Source: an optimization exercise on an open RTL-to-GDS flow (aim: small area and a short achievable clock period). Production flows keep margins and buffers that such runs may drop. RTL that was checked went through simulation tests only; none was proved equivalent to the original. No driver is modelled on the clock port, so clock power and skew are understated where the tree is cut down; a real chip needs a root buffer or a tree.

Setup of 03-04:
==> flow/design.v <==
module fir_filter #(parameter N = 101) (
    input wire clk,
    input wire reset,
    input wire signed [15:0] x_in,
    output reg signed [15:0] y_out
);
    reg signed [15:0] delay_line [0:N-1];   
    reg signed [15:0] acc;
    integer i, j;
    always @(*) begin
        acc = 16'd0;
        for (j = 0; j < N; j = j + 1) begin
            if (j % 2 == 0) begin
                acc = acc + delay_line[j];   
            end else begin
                acc = acc - delay_line[j];   
            end
        end
    end
    always @(posedge clk or posedge reset) begin
        if (reset) begin
            for (i = 0; i < N; i = i + 1) begin
                delay_line[i] <= 16'd0;
            end
            y_out <= 16'd0;
        end else begin
            for (i = N-1; i > 0; i = i - 1) begin
                delay_line[i] <= delay_line[i-1];
            end
            delay_line[0] <= x_in;
            y_out <= acc;
        end
    end
endmodule
clock: 12.0 ns
lec_check: 0
cap_margin: 20
core_margin: 2
core_utilization: 45
slew_margin: 20
run.sh (not shown) runs the stock make flow with config.mk's settings and CLKGATE_MAP_FILE= SYNTH_SCRIPT=/design/flow/synth_recipe.tcl, a recipe that flattens the netlist after the stock synthesis.
For 06-20, these inputs were changed with respect to 03-04:
==> flow/design.v <==
module fir_filter #(parameter N = 101) (
    input wire clk,
    input wire reset,
    input wire signed [15:0] x_in,
    output reg signed [15:0] y_out
);
    reg signed [15:0] d0;                   
    reg signed [15:0] dl [1:N-1];           
    reg signed [15:0] d101;                 
    reg [6:0] cnt;                          
    integer i;
    wire full = (cnt == N);
    always @(posedge clk) begin
        dl[1] <= d0;
        for (i = 2; i < N; i = i + 1)
            dl[i] <= dl[i-1];
    end
    always @(posedge clk or posedge reset) begin
        if (reset) begin
            d0 <= 16'd0;
            d101 <= 16'd0;
            y_out <= 16'd0;
            cnt <= 7'd0;
        end else begin
            d0 <= x_in;
            d101 <= full ? dl[N-1] : 16'd0;
            y_out <= d0 + d101 - y_out;
            if (!full)
                cnt <= cnt + 7'd1;
        end
    end
endmodule
Results
- Fraction of final layout cells with drive strength greater than 1 up 5.9 points in 06-20 wrt 03-04
- Compared with 03-04, 06-20 shows a lower minimum clock period after layout.
- The critical path capture point comes out y_out[15] in one run and y_out[12] in the other, namely in 03-04 and 06-20 respectively.
- Lower number of buffers outside the clock class in the layout among 06-20 and 03-04: 06-20
- Going from 03-04 to 06-20, detailed route wirelength on metal3 shrank by more than a quarter.
- [compare] base=03-04 new=06-20: post-route worst setup slack up 4.97 ns, register-to-register slack rose by 6.50 ns, worst slew slack as a fraction of its limit went up by 1.8 points.

---

fir_filter, a different RTL version from the one above (not shown whole).
Size: about 1800 cells after synthesis, roughly 1700 flip-flops, about 0.035 mm² of cells after synthesis.
==> module fir_filter, before the edit <==
module fir_filter #(parameter N = 101) (
    input wire clk,
    input wire reset,
    input wire signed [15:0] x_in,
    output reg signed [15:0] y_out
);
    reg signed [15:0] d0;                   
    reg signed [15:0] dl [1:N-1];           
    reg signed [15:0] d101;                 
    reg full_q;                             
    reg [6:0] lfsr;                         
    integer i;
    localparam [6:0] LFSR_N = 7'd119;
    always @(posedge clk) begin
        dl[1] <= d0;
        for (i = 2; i < N; i = i + 1)
            dl[i] <= dl[i-1];
        d101 <= dl[N-1];
    end
    always @(posedge clk or posedge reset) begin
        if (reset) begin
            d0 <= 16'd0;
            full_q <= 1'b0;
            y_out <= 16'd0;
            lfsr <= 7'd1;
        end else begin
            d0 <= x_in;
            y_out <= d0 + (full_q ? d101 : 16'sd0) + ~y_out + 16'sd1;
            lfsr <= {lfsr[5:0], lfsr[6] ^ lfsr[5]};
            if (lfsr == LFSR_N)
                full_q <= 1'b1;
        end
    end
endmodule
==> flow/config.mk <==
export PLATFORM = sky130hd
export DESIGN_NAME = fir_filter
export DESIGN_NICKNAME = fir_filter
export VERILOG_FILES = /design/flow/design.v
export SDC_FILE = /design/flow/constraint.sdc
export NUM_CORES = 4
export LEC_CHECK = 0
export CAP_MARGIN = 20
export CORE_MARGIN = 2
export CORE_UTILIZATION = 70
export SLEW_MARGIN = 20
==> flow/constraint.sdc <==
create_clock -name core_clock -period 12.0 [get_ports {clk}]
set_input_delay 2.4000 -clock core_clock [delete_from_list [all_inputs] [get_ports {clk}]]
set_output_delay 2.4000 -clock core_clock [all_outputs]
set_load 0.01 [all_outputs]
standard.sh (not shown) runs the stock make flow with config.mk's settings and CLKGATE_MAP_FILE= SYNTH_SCRIPT=/design/flow/synth_recipe.tcl, a recipe that flattens the netlist after the stock synthesis.
==> flow/flow/run.sh <==
#!/bin/bash
set -euo pipefail
here=$(cd "$(dirname "$0")" && pwd)
export CTS_ARGS="-sink_clustering_enable -repair_clock_nets -dont_use_dummy_load -buf_list {sky130_fd_sc_hd__clkbuf_16} -sink_clustering_size 42 -sink_clustering_max_diameter 80"
export BUFFER_PORTS_ARGS="-buffer_cell sky130_fd_sc_hd__buf_4"
export SETUP_SLACK_MARGIN=${SETUP_SLACK_MARGIN:-8.6}
export SKIP_CTS_REPAIR_TIMING=1
export POST_CTS_TCL=$here/post_cts.tcl
export PRE_IO_PLACEMENT_TCL=$here/pre_io.tcl
bash standard.sh MATCH_CELL_FOOTPRINT=0 finish > flow_standard.log 2>&1
Other scripts of this flow, unchanged in this note and not shown: flow/flow/clock_inv.tcl, flow/flow/post_cts.tcl, flow/flow/pre_io.tcl
Then changed:
--- a/flow/design.v
+++ b/flow/design.v
@@ -7,12 +7,39 @@
     reg signed [15:0] d0;                   
     reg signed [15:0] dl [1:N-1];           
     reg signed [15:0] d101;                 
     reg full_q;                             
     reg [6:0] lfsr;                         
     integer i;
+    wire [15:0] ca = d0;
+    wire [15:0] cb = full_q ? d101 : 16'd0;
+    wire [15:0] cc = ~y_out;
+    wire [15:0] ss = ca ^ cb ^ cc;
+    wire [15:0] kk = (ca & cb) | (ca & cc) | (cb & cc);
+    wire [15:0] tt = {kk[14:0], 1'b1};
+    wire [15:0] pg_p0 = ss ^ tt;
+    wire [15:0] pg_g0 = ss & tt;
+    reg  [15:0] G [0:4];
+    reg  [15:0] P [0:4];
+    integer l, b;
+    always @(*) begin
+        G[0] = pg_g0; P[0] = pg_p0;
+        for (l = 0; l < 4; l = l + 1) begin
+            for (b = 0; b < 16; b = b + 1) begin
+                if (b[l]) begin
+                    G[l+1][b] = G[l][b] | (P[l][b] & G[l][((b >> l) << l) - 1]);
+                    P[l+1][b] = P[l][b] & P[l][((b >> l) << l) - 1];
+                end else begin
+                    G[l+1][b] = G[l][b];
+                    P[l+1][b] = P[l][b];
+                end
+            end
+        end
+    end
+    wire [15:0] carry = {G[4][14:0], 1'b0};
+    wire [15:0] y_next = pg_p0 ^ carry;
     localparam [6:0] LFSR_N = 7'd119;
     always @(posedge clk) begin
         dl[1] <= d0;
         for (i = 2; i < N; i = i + 1)
             dl[i] <= dl[i-1];
         d101 <= dl[N-1];
@@ -22,13 +49,13 @@
             d0 <= 16'd0;
             full_q <= 1'b0;
             y_out <= 16'd0;
             lfsr <= 7'd1;
         end else begin
             d0 <= x_in;
-            y_out <= d0 + (full_q ? d101 : 16'sd0) + ~y_out + 16'sd1;
+            y_out <= y_next;
             lfsr <= {lfsr[5:0], lfsr[6] ^ lfsr[5]};
             if (lfsr == LFSR_N)
                 full_q <= 1'b1;
         end
     end
 endmodule
- setup slack got worse by 58 ps
- via count went down by 0.56%
- worst hold slack improved by 25 ps
- final area went down by 0.37%
- wire length went down by about 1.4%
Only the layout flow was run in the second run of this note; the RTL was not checked for function there. In every run of this note, the design's own scripts or RTL, not TritonCTS, make the clock network.

---

Another version of the RTL of fir_filter (not shown whole).
For scale: roughly 1,900 cells after synthesis, roughly 1,700 flip-flops, about 34 I/O pins, roughly 35,000 µm² of cells after synthesis.
==> module fir_filter, before the edit <==
module fir_filter #(parameter N = 101) (
    input wire clk,
    input wire reset,
    input wire signed [15:0] x_in,
    output reg signed [15:0] y_out
);
    reg signed [15:0] d0;                   
    reg signed [15:0] dl [1:N-1];           
    reg signed [15:0] d101;                 
    reg full_q;                             
    reg [6:0] cnt;                          
    integer i;
    wire full = (cnt == N);
    always @(posedge clk) begin
        dl[1] <= d0;
        for (i = 2; i < N; i = i + 1)
            dl[i] <= dl[i-1];
        d101 <= dl[N-1];
    end
    always @(posedge clk or posedge reset) begin
        if (reset) begin
            d0 <= 16'd0;
            full_q <= 1'b0;
            y_out <= 16'd0;
            cnt <= 7'd0;
        end else begin
            d0 <= x_in;
            full_q <= full;
            y_out <= d0 + (full_q ? d101 : 16'sd0) - y_out;
            if (!full)
                cnt <= cnt + 7'd1;
        end
    end
endmodule
==> flow/config.mk <==
export PLATFORM = sky130hd
export DESIGN_NAME = fir_filter
export DESIGN_NICKNAME = fir_filter
export VERILOG_FILES = /design/flow/design.v
export SDC_FILE = /design/flow/constraint.sdc
export NUM_CORES = 4
export LEC_CHECK = 0
export CAP_MARGIN = 20
export CORE_MARGIN = 2
export CORE_UTILIZATION = 70
export SLEW_MARGIN = 20
==> flow/constraint.sdc <==
create_clock -name core_clock -period 12.0 [get_ports {clk}]
set_input_delay 2.4000 -clock core_clock [delete_from_list [all_inputs] [get_ports {clk}]]
set_output_delay 2.4000 -clock core_clock [all_outputs]
set_load 0.01 [all_outputs]
==> flow/flow/run.sh <==
#!/bin/bash
set -euo pipefail
here=$(cd "$(dirname "$0")" && pwd)
export CTS_ARGS="-sink_clustering_enable -repair_clock_nets -dont_use_dummy_load -buf_list {sky130_fd_sc_hd__clkbuf_16} -sink_clustering_size 40 -sink_clustering_max_diameter 80"
export BUFFER_PORTS_ARGS="-buffer_cell sky130_fd_sc_hd__buf_4"
export SETUP_SLACK_MARGIN=${SETUP_SLACK_MARGIN:-8.6}
export SKIP_CTS_REPAIR_TIMING=1
export POST_CTS_TCL=$here/post_cts.tcl
bash standard.sh MATCH_CELL_FOOTPRINT=0 finish > flow_standard.log 2>&1
Other scripts of this flow, unchanged in this note and not shown: flow/flow/clock_inv.tcl, flow/flow/post_cts.tcl
Next try:
==> flow/design.v (replaced) <==
module fir_filter #(parameter N = 101) (
    input wire clk,
    input wire reset,
    input wire signed [15:0] x_in,
    output reg signed [15:0] y_out
);
    reg signed [15:0] d0;                   
    reg signed [15:0] dl [1:N-1];           
    reg signed [15:0] d101;                 
    reg full_q;                             
    reg [6:0] lfsr;                         
    integer i;
    localparam [6:0] LFSR_N = 7'd119;
    always @(posedge clk) begin
        dl[1] <= d0;
        for (i = 2; i < N; i = i + 1)
            dl[i] <= dl[i-1];
        d101 <= dl[N-1];
    end
    always @(posedge clk or posedge reset) begin
        if (reset) begin
            d0 <= 16'd0;
            full_q <= 1'b0;
            y_out <= 16'd0;
            lfsr <= 7'd1;
        end else begin
            d0 <= x_in;
            y_out <= d0 + (full_q ? d101 : 16'sd0) + ~y_out + 16'sd1;
            lfsr <= {lfsr[5:0], lfsr[6] ^ lfsr[5]};
            if (lfsr == LFSR_N)
                full_q <= 1'b1;
        end
    end
endmodule
Effect:
- worst hold slack gets better by 0.012 ns
- cell area falls by 0.58%
- final cell count decreases by 2.0%
- routed wire length grows by 2.8%
- setup slack is better by 0.0057 ns
- synthesized area shrinks by 0.65%
- fmax hardly moves
- utilization drops by 0.12 points
- global-route usage came out higher by 0.61 points
- sequential share of layout area went up by 0.53 points
In every run of this note, the design's own scripts or RTL, not TritonCTS, make the clock network.

## static timing again, ports no longer ideal
In the flow no input, the clock included, has a driving cell. The finished layouts below were timed again as built, in two steps.
Step 1 sets driving cells, clkbuf_16 on the clock port and buf_2 on the other inputs (assumed; they add their load-dependent delay and slew).
Step 2 adds t to the input delays and takes it off the output delays; t is the mean of the earliest and latest rising clock arrival at the registers after step 1. Input paths then give back, and output paths get back, about the clock's delay inside the block.
Slacks: no drivers / after step 1 / after step 2; pairs: no drivers / after step 1.
run	t, ns	slack for setup (ns)	worst setup path after step 2	pins driven straight from the clock port
03-04	0.869	2.781 / 2.781 / 2.781	register to register	1
06-20	0.760	7.749 / 7.690 / 8.451	register to output	1
the first run of note 2	0.488	8.801 / 8.575 / 8.922	register to register	4
the second run of note 2	0.498	8.743 / 8.514 / 8.898	register to register	4
the first run of note 3	0.500	8.715 / 8.486 / 8.805	input, reset recovery	4
the second run of note 3	0.501	8.721 / 8.492 / 8.782	input, reset recovery	4
After both steps setup and hold are still met in every run listed. Setup slack includes reset recovery checks.
